Background: an optimization exercise with open tools, aiming at small area, a short achievable clock period and few clock cycles. Do not read the settings as production practice.
Where RTL was checked, it was by simulation tests only, not by an equivalence proof against the original.

Design circle_draw, start of the top module:
module circle_draw(xc,yc,rad,x,y,color,color_disp,CLK50,clearn,plot,wr,ready);
	input [7:0] xc;
	input [6:0] yc;
	input [5:0] rad;
	input CLK50,clearn,plot;
	input [2:0] color;
	output [7:0] x;
	output [6:0] y;
	output [2:0] color_disp;
	output wr;
	output ready;
	localparam IDLE = 2'b00, CLR = 2'b01, SET = 2'b10, DRW = 2'b11;
	reg [1:0] m;
	reg [7:0] xo;
	reg [6:0] yo;
	reg [2:0] col;
	reg [5:0] a, b;
	reg [7:0] e;
	reg [2:0] ph;
	wire [5:0] r = (rad == 6'd0 || rad > 6'd59) ? 6'd59 : rad;
	wire a0 = (a == 6'd0);
	wire dec = ~e[7];
	wire endpt = (ph == 3'd7) | (ph == 3'd5 & a0);
	wire done = (b < a);
	wire [5:0] xs = ph[2] ? b : a;
	wire xneg = ph[2] ? ph[0] : ph[1];
	wire [5:0] ys = ph[2] ? a : b;
	wire yneg = ph[2] ? ph[1] : ph[0];
	wire [7:0] gx = xneg ? xc - {2'b0, xs} : xc + {2'b0, xs};
	wire [6:0] gy = yneg ? yc - {1'b0, ys} : yc + {1'b0, ys};
	always @(posedge CLK50 or negedge clearn)
	begin
		if (!clearn) begin
			m <= CLR;
			xo <= 8'd0;
			yo <= 7'd0;
			col <= 3'd0;
		end else begin
			case (m)
			CLR: begin
				{yo, xo} <= {yo, xo} + 15'd1;
				if (&{yo, xo}) m <= IDLE;
			end
			IDLE: begin
				col <= color;
				if (plot) m <= SET;
			end
			SET: m <= DRW;
			default: if (done) m <= IDLE;
			endcase
			if (m[1]) begin
				xo <= gx;
				yo <= gy;
			end
		end
	end
	always @(posedge CLK50)
	begin
		if (m == IDLE) begin
			a <= 6'd0;
			b <= r;
			e <= 8'd1 - {2'b0, r};
			ph <= 3'd0;
		end else if (m[1]) begin
			if (endpt) begin
				ph <= 3'd0;
				a <= a + 6'd1;
				if (dec) begin
					b <= b - 6'd1;
  ...
==> module circle_draw, before the edit <==
module circle_draw(xc,yc,rad,x,y,color,color_disp,CLK50,clearn,plot,wr,ready);
	input [7:0] xc;
	input [6:0] yc;
	input [5:0] rad;
	input CLK50,clearn,plot;
	input [2:0] color;
	output [7:0] x;
	output [6:0] y;
	output [2:0] color_disp;
	output wr;
	output ready;
	localparam IDLE = 2'b00, CLR = 2'b01, SET = 2'b10, DRW = 2'b11;
	reg [1:0] m;
	reg [7:0] xo;
	reg [6:0] yo;
	reg [2:0] col;
	reg [5:0] a, b;
	reg [7:0] e;
	reg [2:0] ph;
	wire [5:0] r = (rad == 6'd0 || rad > 6'd59) ? 6'd59 : rad;
	wire a0 = (a == 6'd0);
	wire dec = ~e[7];
	wire endpt = (ph == 3'd7) | (ph == 3'd5 & a0);
	wire done = (b < a);
	wire [5:0] xs = ph[2] ? b : a;
	wire xneg = ph[2] ? ph[0] : ph[1];
	wire [5:0] ys = ph[2] ? a : b;
	wire yneg = ph[2] ? ph[1] : ph[0];
	wire [7:0] gx = xneg ? xc - {2'b0, xs} : xc + {2'b0, xs};
	wire [6:0] gy = yneg ? yc - {1'b0, ys} : yc + {1'b0, ys};
	always @(posedge CLK50 or negedge clearn)
	begin
		if (!clearn) begin
			m <= CLR;
			xo <= 8'd0;
			yo <= 7'd0;
			col <= 3'd0;
		end else begin
			case (m)
			CLR: begin
				{yo, xo} <= {yo, xo} + 15'd1;
				if (&{yo, xo}) m <= IDLE;
			end
			IDLE: begin
				col <= color;
				if (plot) m <= SET;
			end
			SET: m <= DRW;
			default: if (done) m <= IDLE;
			endcase
			if (m[1]) begin
				xo <= gx;
				yo <= gy;
			end
		end
	end
	always @(posedge CLK50)
	begin
		if (m == IDLE) begin
			a <= 6'd0;
			b <= r;
			e <= 8'd1 - {2'b0, r};
			ph <= 3'd0;
		end else if (m[1]) begin
			if (endpt) begin
				ph <= 3'd0;
				a <= a + 6'd1;
				if (dec) begin
					b <= b - 6'd1;
					e <= e + {1'b0, a, 1'b0} - {1'b0, b, 1'b0} + 8'd5;
				end else
					e <= e + {1'b0, a, 1'b0} + 8'd3;
			end else if (ph == 3'd1 && a0)
				ph <= 3'd4;
			else
				ph <= ph + 3'd1;
		end
	end
	assign x = xo;
	assign y = yo;
	assign color_disp = col;
	assign wr = m[0];
	assign ready = ~m[1] & ~m[0];
endmodule
make LEC_CHECK=0 CAP_MARGIN=20 CORE_MARGIN=2 CORE_UTILIZATION=40 PLACE_DENSITY=0.6 SLEW_MARGIN=20 finish   # period 7.0 ns
run.sh (not shown) runs the stock make flow with config.mk's settings and CLKGATE_MAP_FILE= SYNTH_SCRIPT=/design/flow/synth_recipe.tcl, a recipe that flattens the netlist after the stock synthesis.
The baseline finished with timing, DRC and antenna clean.
Rerun with:
==> flow/design.v (replaced) <==
module circle_draw(xc,yc,rad,x,y,color,color_disp,CLK50,clearn,plot,wr,ready);
	input [7:0] xc;
	input [6:0] yc;
	input [5:0] rad;
	input CLK50,clearn,plot;
	input [2:0] color;
	output [7:0] x;
	output [6:0] y;
	output [2:0] color_disp;
	output wr;
	output ready;
	function [8:0] add8;
		input [7:0] p, q;
		input ci;
		integer i;
		reg c;
		begin
			c = ci;
			for (i = 0; i < 8; i = i + 1) begin
				add8[i] = p[i] ^ q[i] ^ c;
				c = (p[i] & q[i]) | (c & (p[i] ^ q[i]));
			end
			add8[8] = c;
		end
	endfunction
	localparam IDLE = 2'b00, CLR = 2'b01, SET = 2'b10, DRW = 2'b11;
	reg [1:0] m;
	reg [7:0] xo;
	reg [6:0] yo;
	reg [2:0] col;
	reg [5:0] a, b;
	reg [7:0] e;
	reg [2:0] ph;
	wire [5:0] r = (rad == 6'd0 || &rad[5:2]) ? 6'd59 : rad;
	wire a0 = (a == 6'd0);
	wire dec = ~e[7];
	wire endpt = (ph == 3'd7) | (ph == 3'd5 & a0);
	wire [8:0] bma = add8({2'b0, b}, {2'b11, ~a}, 1'b1);
	wire done = ~bma[8];
	wire [5:0] xs = ph[2] ? b : a;
	wire xneg = ph[2] ? ph[0] : ph[1];
	wire [5:0] ys = ph[2] ? a : b;
	wire yneg = ph[2] ? ph[1] : ph[0];
	wire [8:0] gxs = add8(xc, {{2{xneg}}, xs ^ {6{xneg}}}, xneg);
	wire [8:0] gys = add8({1'b0, yc}, {1'b0, yneg, ys ^ {6{yneg}}}, yneg);
	wire [8:0] ai = add8({2'b0, a}, 8'd0, 1'b1);
	wire [8:0] bd = add8({2'b0, b}, 8'hff, 1'b0);
	wire [7:0] t1 = {1'b0, ai[5:0], 1'b1};
	wire [7:0] t2 = dec ? {1'b1, ~bd[5:0], 1'b1} : 8'd0;
	wire [7:0] cs_s = e ^ t1 ^ t2;
	wire [7:0] cs_c = (e & t1) | (e & t2) | (t1 & t2);
	wire [8:0] en = add8(cs_s, {cs_c[6:0], dec}, 1'b0);
	wire [8:0] e0 = add8({2'b11, ~r}, 8'd1, 1'b1);
	wire lfb = ~(yo[6] ^ yo[5]);
	wire clr_end = ({yo, xo} == 15'h4000);
	always @(posedge CLK50 or negedge clearn)
	begin
		if (!clearn) begin
			m <= CLR;
			xo <= 8'd0;
			yo <= 7'd0;
			col <= 3'd0;
		end else begin
			case (m)
			CLR: begin
				xo <= {xo[6:0], lfb};
				yo <= {yo[5:0], xo[7]};
				if (clr_end) m <= IDLE;
			end
			IDLE: begin
				col <= color;
				if (plot) m <= SET;
			end
			SET: m <= DRW;
			default: if (done) m <= IDLE;
			endcase
			if (m[1]) begin
				xo <= gxs[7:0];
				yo <= gys[6:0];
			end
		end
	end
	always @(posedge CLK50)
	begin
		if (m == IDLE) begin
			a <= 6'd0;
			b <= r;
			e <= e0[7:0];
			ph <= 3'd0;
		end else if (m[1]) begin
			if (endpt) begin
				ph <= 3'd0;
				a <= ai[5:0];
				if (dec) b <= bd[5:0];
				e <= en[7:0];
			end else if (ph == 3'd1 && a0)
				ph <= 3'd4;
			else
				ph <= ph + 3'd1;
		end
	end
	assign x = xo;
	assign y = yo;
	assign color_disp = col;
	assign wr = m[0];
	assign ready = ~m[1] & ~m[0];
endmodule
What happened: Synthesized area shrinks by 23%. Final cell count shrinks by 28%. Cell area shrinks by 20%. Global-route usage shrinks by 2.3 points.
No run of this note included a check of the RTL's function; only the layout flow was run.

* * *

## oak
Another version of the RTL of circle_draw (not shown whole).
Size: about 440 cells after synthesis, roughly 47 I/O pins.
==> module circle_draw, before the edit <==
module circle_draw(xc,yc,rad,x,y,color,color_disp,CLK50,clearn,plot,wr,ready);
	input [7:0] xc;
	input [6:0] yc;
	input [5:0] rad;
	input CLK50,clearn,plot;
	input [2:0] color;
	output [7:0] x;
	output [6:0] y;
	output [2:0] color_disp;
	output wr;
	output ready;
	function [8:0] add8;
		input [7:0] p, q;
		input ci;
		integer i;
		reg c;
		begin
			c = ci;
			for (i = 0; i < 8; i = i + 1) begin
				add8[i] = p[i] ^ q[i] ^ c;
				c = (p[i] & q[i]) | (c & (p[i] ^ q[i]));
			end
			add8[8] = c;
		end
	endfunction
	localparam IDLE = 2'b00, CLR = 2'b01, SET = 2'b10, DRW = 2'b11;
	reg [1:0] m;
	reg rdy;
	reg [7:0] xo;
	reg [6:0] yo;
	reg [2:0] col;
	reg [5:0] a, b;
	reg [7:0] e;
	reg [2:0] ph;
	reg n1, n2, c3, c4;
	reg h, sd;
	reg qx1, qx2;
	wire [5:0] r = (rad == 6'd0 || &rad[5:2]) ? 6'd59 : rad;
	wire a0 = (a == 6'd0);
	wire dec = ~e[7] | (&e[6:1]);
	wire [8:0] bma = add8({2'b0, b}, {2'b11, ~a}, 1'b1);
	wire done = ~bma[8];
	wire [5:0] xs = ph[2] ? b : a;
	wire [5:0] ys = ph[2] ? a : b;
	wire xneg = ph[1];
	wire yneg = ph[0];
	wire [8:0] gxs = {xc, 1'b1} + {{2{xneg}}, xs ^ {6{xneg}}, xneg};
	wire [7:0] gys = {yc, 1'b1} + {yneg, ys ^ {6{yneg}}, yneg};
	wire [7:0] gx = gxs[8:1];
	wire [6:0] gy = gys[7:1];
	wire [7:0] mask = {c4 & ~a0, c4, c3 & ~a0, c3, {2{~n2 & ~a0}}, {2{~n1}}};
	reg [2:0] nxt;
	reg more;
	integer k;
	always @(*) begin
		nxt = 3'd0;
		more = 1'b0;
		for (k = 7; k >= 0; k = k - 1)
			if (k > ph && mask[k]) begin
				nxt = k;
				more = 1'b1;
			end
	end
	wire set1 = qx1 & (xo == 8'd159);
	wire set2 = qx2 & (xo == 8'd0);
	wire xv = ~(xc[7] & (xc[6] | xc[5]));
	wire [7:0] q = {~xc[7:5] + 3'd5, ~xc[4:0]};    
	wire [8:0] qmb = add8(q, {2'b11, ~b}, 1'b1);
	wire [8:0] xmb = add8(xc, {2'b11, ~b}, 1'b1);
	wire v3 = ~xv | qmb[8];
	wire v4 = ~xv | xmb[8];
	wire [8:0] ai = add8({2'b0, a}, 8'd0, 1'b1);
	wire [8:0] bd = add8({2'b0, b}, 8'hff, 1'b0);
	wire [7:0] t1 = {1'b0, a, 1'b1};
	wire [7:0] t2 = sd ? {1'b1, ~b, 1'b1} : 8'd0;
	wire [7:0] cs_s = e ^ t1 ^ t2;
	wire [7:0] cs_c = (e & t1) | (e & t2) | (t1 & t2);
	wire [7:0] en = cs_s + {cs_c[6:0], sd};
	wire lfb = ~(yo[6] ^ yo[5]);
	wire clr_end = ({yo, xo} == 15'h4000);
	always @(posedge CLK50 or negedge clearn)
	begin
		if (!clearn) begin
			m <= CLR;
			rdy <= 1'b0;
			xo <= 8'd0;
			yo <= 7'd0;
			col <= 3'd0;
		end else begin
			case (m)
			CLR: begin
				if (clr_end) begin
					m <= IDLE;
					rdy <= 1'b1;
				end
			end
			IDLE: begin
				if (plot) begin
					m <= SET;
					rdy <= 1'b0;
				end
			end
			SET: begin
				m <= DRW;
				end
			default: if (done) begin
				m <= IDLE;
				rdy <= 1'b1;
			end
			endcase
			if (m == CLR) begin
				xo <= {xo[6:0], lfb};
				yo <= {yo[5:0], xo[7]};
				col <= 3'd0;
			end else begin
				xo <= gx;
				yo <= gy;
				col <= color;
			end
		end
	end
	always @(posedge CLK50)
	begin
		c3 <= v3;
		c4 <= v4;
		if (m == IDLE) begin
			a <= 6'd0;
			b <= r;
			e <= {2'b11, ~r};
			ph <= 3'd0;
			n1 <= 1'b0;
			n2 <= 1'b0;
			h <= 1'b0;
			qx1 <= 1'b0;
			qx2 <= 1'b0;
		end else begin
			h <= ~more;
			qx1 <= (ph[2:1] == 2'd0);
			qx2 <= (ph[2:1] == 2'd1) | ((ph[2:1] == 2'd0) & a0);
			sd <= dec;
			if (h) e <= en;
			if (set1) n1 <= 1'b1;
			if (set2) n2 <= 1'b1;
			if (more)
				ph <= nxt;
			else begin
				ph <= n1 ? 3'd2 : 3'd0;
				a <= ai[5:0];
				if (dec) b <= bd[5:0];
			end
		end
	end
	assign x = xo;
	assign y = yo;
	assign color_disp = col;
	assign wr = m[0];
	assign ready = rdy;
endmodule
Settings: LEC_CHECK=0, CAP_MARGIN=20, CORE_MARGIN=2, CORE_UTILIZATION=40, PLACE_DENSITY=0.6, SETUP_SLACK_MARGIN=4.0, SLEW_MARGIN=20; clock period 7.0 ns.
standard.sh (not shown) runs the stock make flow with config.mk's settings and CLKGATE_MAP_FILE= SYNTH_SCRIPT=/design/flow/synth_recipe.tcl, a recipe that flattens the netlist after the stock synthesis.
==> flow/flow/run.sh <==
#!/bin/bash
# Standard synthesis, then the standard layout with plain buf_1 cells as the
# port buffers (the default pick is a slow delay buffer). Tool output goes
# to the logs below; each ORFS step also keeps its own log in orfs/logs.
set -euo pipefail
bash standard.sh synth > flow_synth.log 2>&1
bash standard.sh BUFFER_PORTS_ARGS="-buffer_cell sky130_fd_sc_hd__buf_1" finish > flow_layout.log 2>&1
Testbench counts of oak, summed over its fixed seeds: cycles 78,871.
Changes in pine relative to oak:
--- a/flow/design.v
+++ b/flow/design.v
@@ -30,14 +30,12 @@
 	reg [6:0] yo;
 	reg [2:0] col;
 	reg [5:0] a, b;
 	reg [7:0] e;
 	reg [2:0] ph;
 	reg n1, n2, c3, c4;
-	reg h, sd;
-	reg qx1, qx2;
 	wire [5:0] r = (rad == 6'd0 || &rad[5:2]) ? 6'd59 : rad;
 	wire a0 = (a == 6'd0);
 	wire dec = ~e[7] | (&e[6:1]);
 	wire [8:0] bma = add8({2'b0, b}, {2'b11, ~a}, 1'b1);
 	wire done = ~bma[8];
 	wire [5:0] xs = ph[2] ? b : a;
@@ -58,27 +56,31 @@
 		for (k = 7; k >= 0; k = k - 1)
 			if (k > ph && mask[k]) begin
 				nxt = k;
 				more = 1'b1;
 			end
 	end
-	wire set1 = qx1 & (xo == 8'd159);
-	wire set2 = qx2 & (xo == 8'd0);
+	wire set1 = (ph == 3'd1) & (gx == 8'd159);
+	wire set2 = ((ph == 3'd3) | ((ph == 3'd1) & a0)) & (gx == 8'd0);
 	wire xv = ~(xc[7] & (xc[6] | xc[5]));
 	wire [7:0] q = {~xc[7:5] + 3'd5, ~xc[4:0]};    
 	wire [8:0] qmb = add8(q, {2'b11, ~b}, 1'b1);
 	wire [8:0] xmb = add8(xc, {2'b11, ~b}, 1'b1);
 	wire v3 = ~xv | qmb[8];
 	wire v4 = ~xv | xmb[8];
 	wire [8:0] ai = add8({2'b0, a}, 8'd0, 1'b1);
 	wire [8:0] bd = add8({2'b0, b}, 8'hff, 1'b0);
 	wire [7:0] t1 = {1'b0, a, 1'b1};
-	wire [7:0] t2 = sd ? {1'b1, ~b, 1'b1} : 8'd0;
-	wire [7:0] cs_s = e ^ t1 ^ t2;
-	wire [7:0] cs_c = (e & t1) | (e & t2) | (t1 & t2);
-	wire [7:0] en = cs_s + {cs_c[6:0], sd};
+	wire [7:0] t2 = dec ? {1'b1, ~b, 1'b1} : 8'd0;
+	wire [2:0] t3 = {dec, ~dec, dec};
+	wire [7:0] s1 = e ^ t1 ^ t2;
+	wire [7:0] c1 = (e & t1) | (e & t2) | (t1 & t2);
+	wire [7:0] u = {c1[6:0], 1'b0};
+	wire [7:0] s2 = s1 ^ u ^ {5'd0, t3};
+	wire [7:0] c2 = (s1 & u) | ((s1 ^ u) & {5'd0, t3});
+	wire [7:0] en = s2 + {c2[6:0], 1'b0};
 	wire lfb = ~(yo[6] ^ yo[5]);
 	wire clr_end = ({yo, xo} == 15'h4000);
 	always @(posedge CLK50 or negedge clearn)
 	begin
 		if (!clearn) begin
 			m <= CLR;
@@ -127,29 +129,22 @@
 			a <= 6'd0;
 			b <= r;
 			e <= {2'b11, ~r};
 			ph <= 3'd0;
 			n1 <= 1'b0;
 			n2 <= 1'b0;
-			h <= 1'b0;
-			qx1 <= 1'b0;
-			qx2 <= 1'b0;
 		end else begin
-			h <= ~more;
-			qx1 <= (ph[2:1] == 2'd0);
-			qx2 <= (ph[2:1] == 2'd1) | ((ph[2:1] == 2'd0) & a0);
-			sd <= dec;
-			if (h) e <= en;
 			if (set1) n1 <= 1'b1;
 			if (set2) n2 <= 1'b1;
 			if (more)
 				ph <= nxt;
 			else begin
 				ph <= n1 ? 3'd2 : 3'd0;
 				a <= ai[5:0];
 				if (dec) b <= bd[5:0];
+				e <= en;
 			end
 		end
 	end
 	assign x = xo;
 	assign y = yo;
 	assign color_disp = col;
Run comparison: pine most common library cell in the layout ignoring fill and taps sky130_fd_sc_hd__nor2_1; oak most common library cell in the layout ignoring fill and taps sky130_fd_sc_hd__ha_1
Run comparison: oak startpoint of the most critical setup path sd; pine startpoint of the most critical setup path e[2]
Setup slack delta for pine relative to oak: 0.95 ns lower
The number of violations reported at the end of detailed-routing iteration 0 of pine was inferior to that of oak.
The final cell count number comes out higher for pine vs oak.
Compared with oak, cell area after layout in pine increased by a little under 10%.
Summary of the comparison: part of the cycle the worst path needs is higher in pine, relative to oak.
Only the layout flow was run in pine; the RTL was not checked for function there.

[re-timing with driven ports]
Ports are ideal in the flow. The routed layouts listed here were re-timed in OpenROAD. Step 1: set_driving_cell puts a clkbuf_16 on CLK50 and a buf_2 on each other input, an assumption about the parent block. Step 2 also shifts input and output timing later by t, the mid clock arrival at the registers, as if the neighbouring blocks saw the same clock. Slacks: ideal / step 1 / step 2; pairs: ideal / step 1.
run | shift t [ns] | setup slack, ns | worst setup path at the end | clock arrival spread, ns | slew at the worst register clock pin (ns)
the first run of note 1 | 0.333 | 3.133 / 3.133 / 3.133 | register to register | 0.017 / 0.017 | 0.10 / 0.10
the second run of note 1 | 0.342 | 2.585 / 2.590 / 2.248 | input to register | 0.018 / 0.018 | 0.10 / 0.10
oak | 0.337 | 4.138 / 4.138 / 3.961 | input to register | 0.014 / 0.014 | 0.11 / 0.11
pine | 0.333 | 3.186 / 3.186 / 3.186 | register to register | 0.010 / 0.010 | 0.10 / 0.10
After both steps every run listed still meets setup and hold. For the second run of note 1, which loses most, drivers alone change the setup slack by +0.005 ns; drivers and shift together by -0.337 ns.
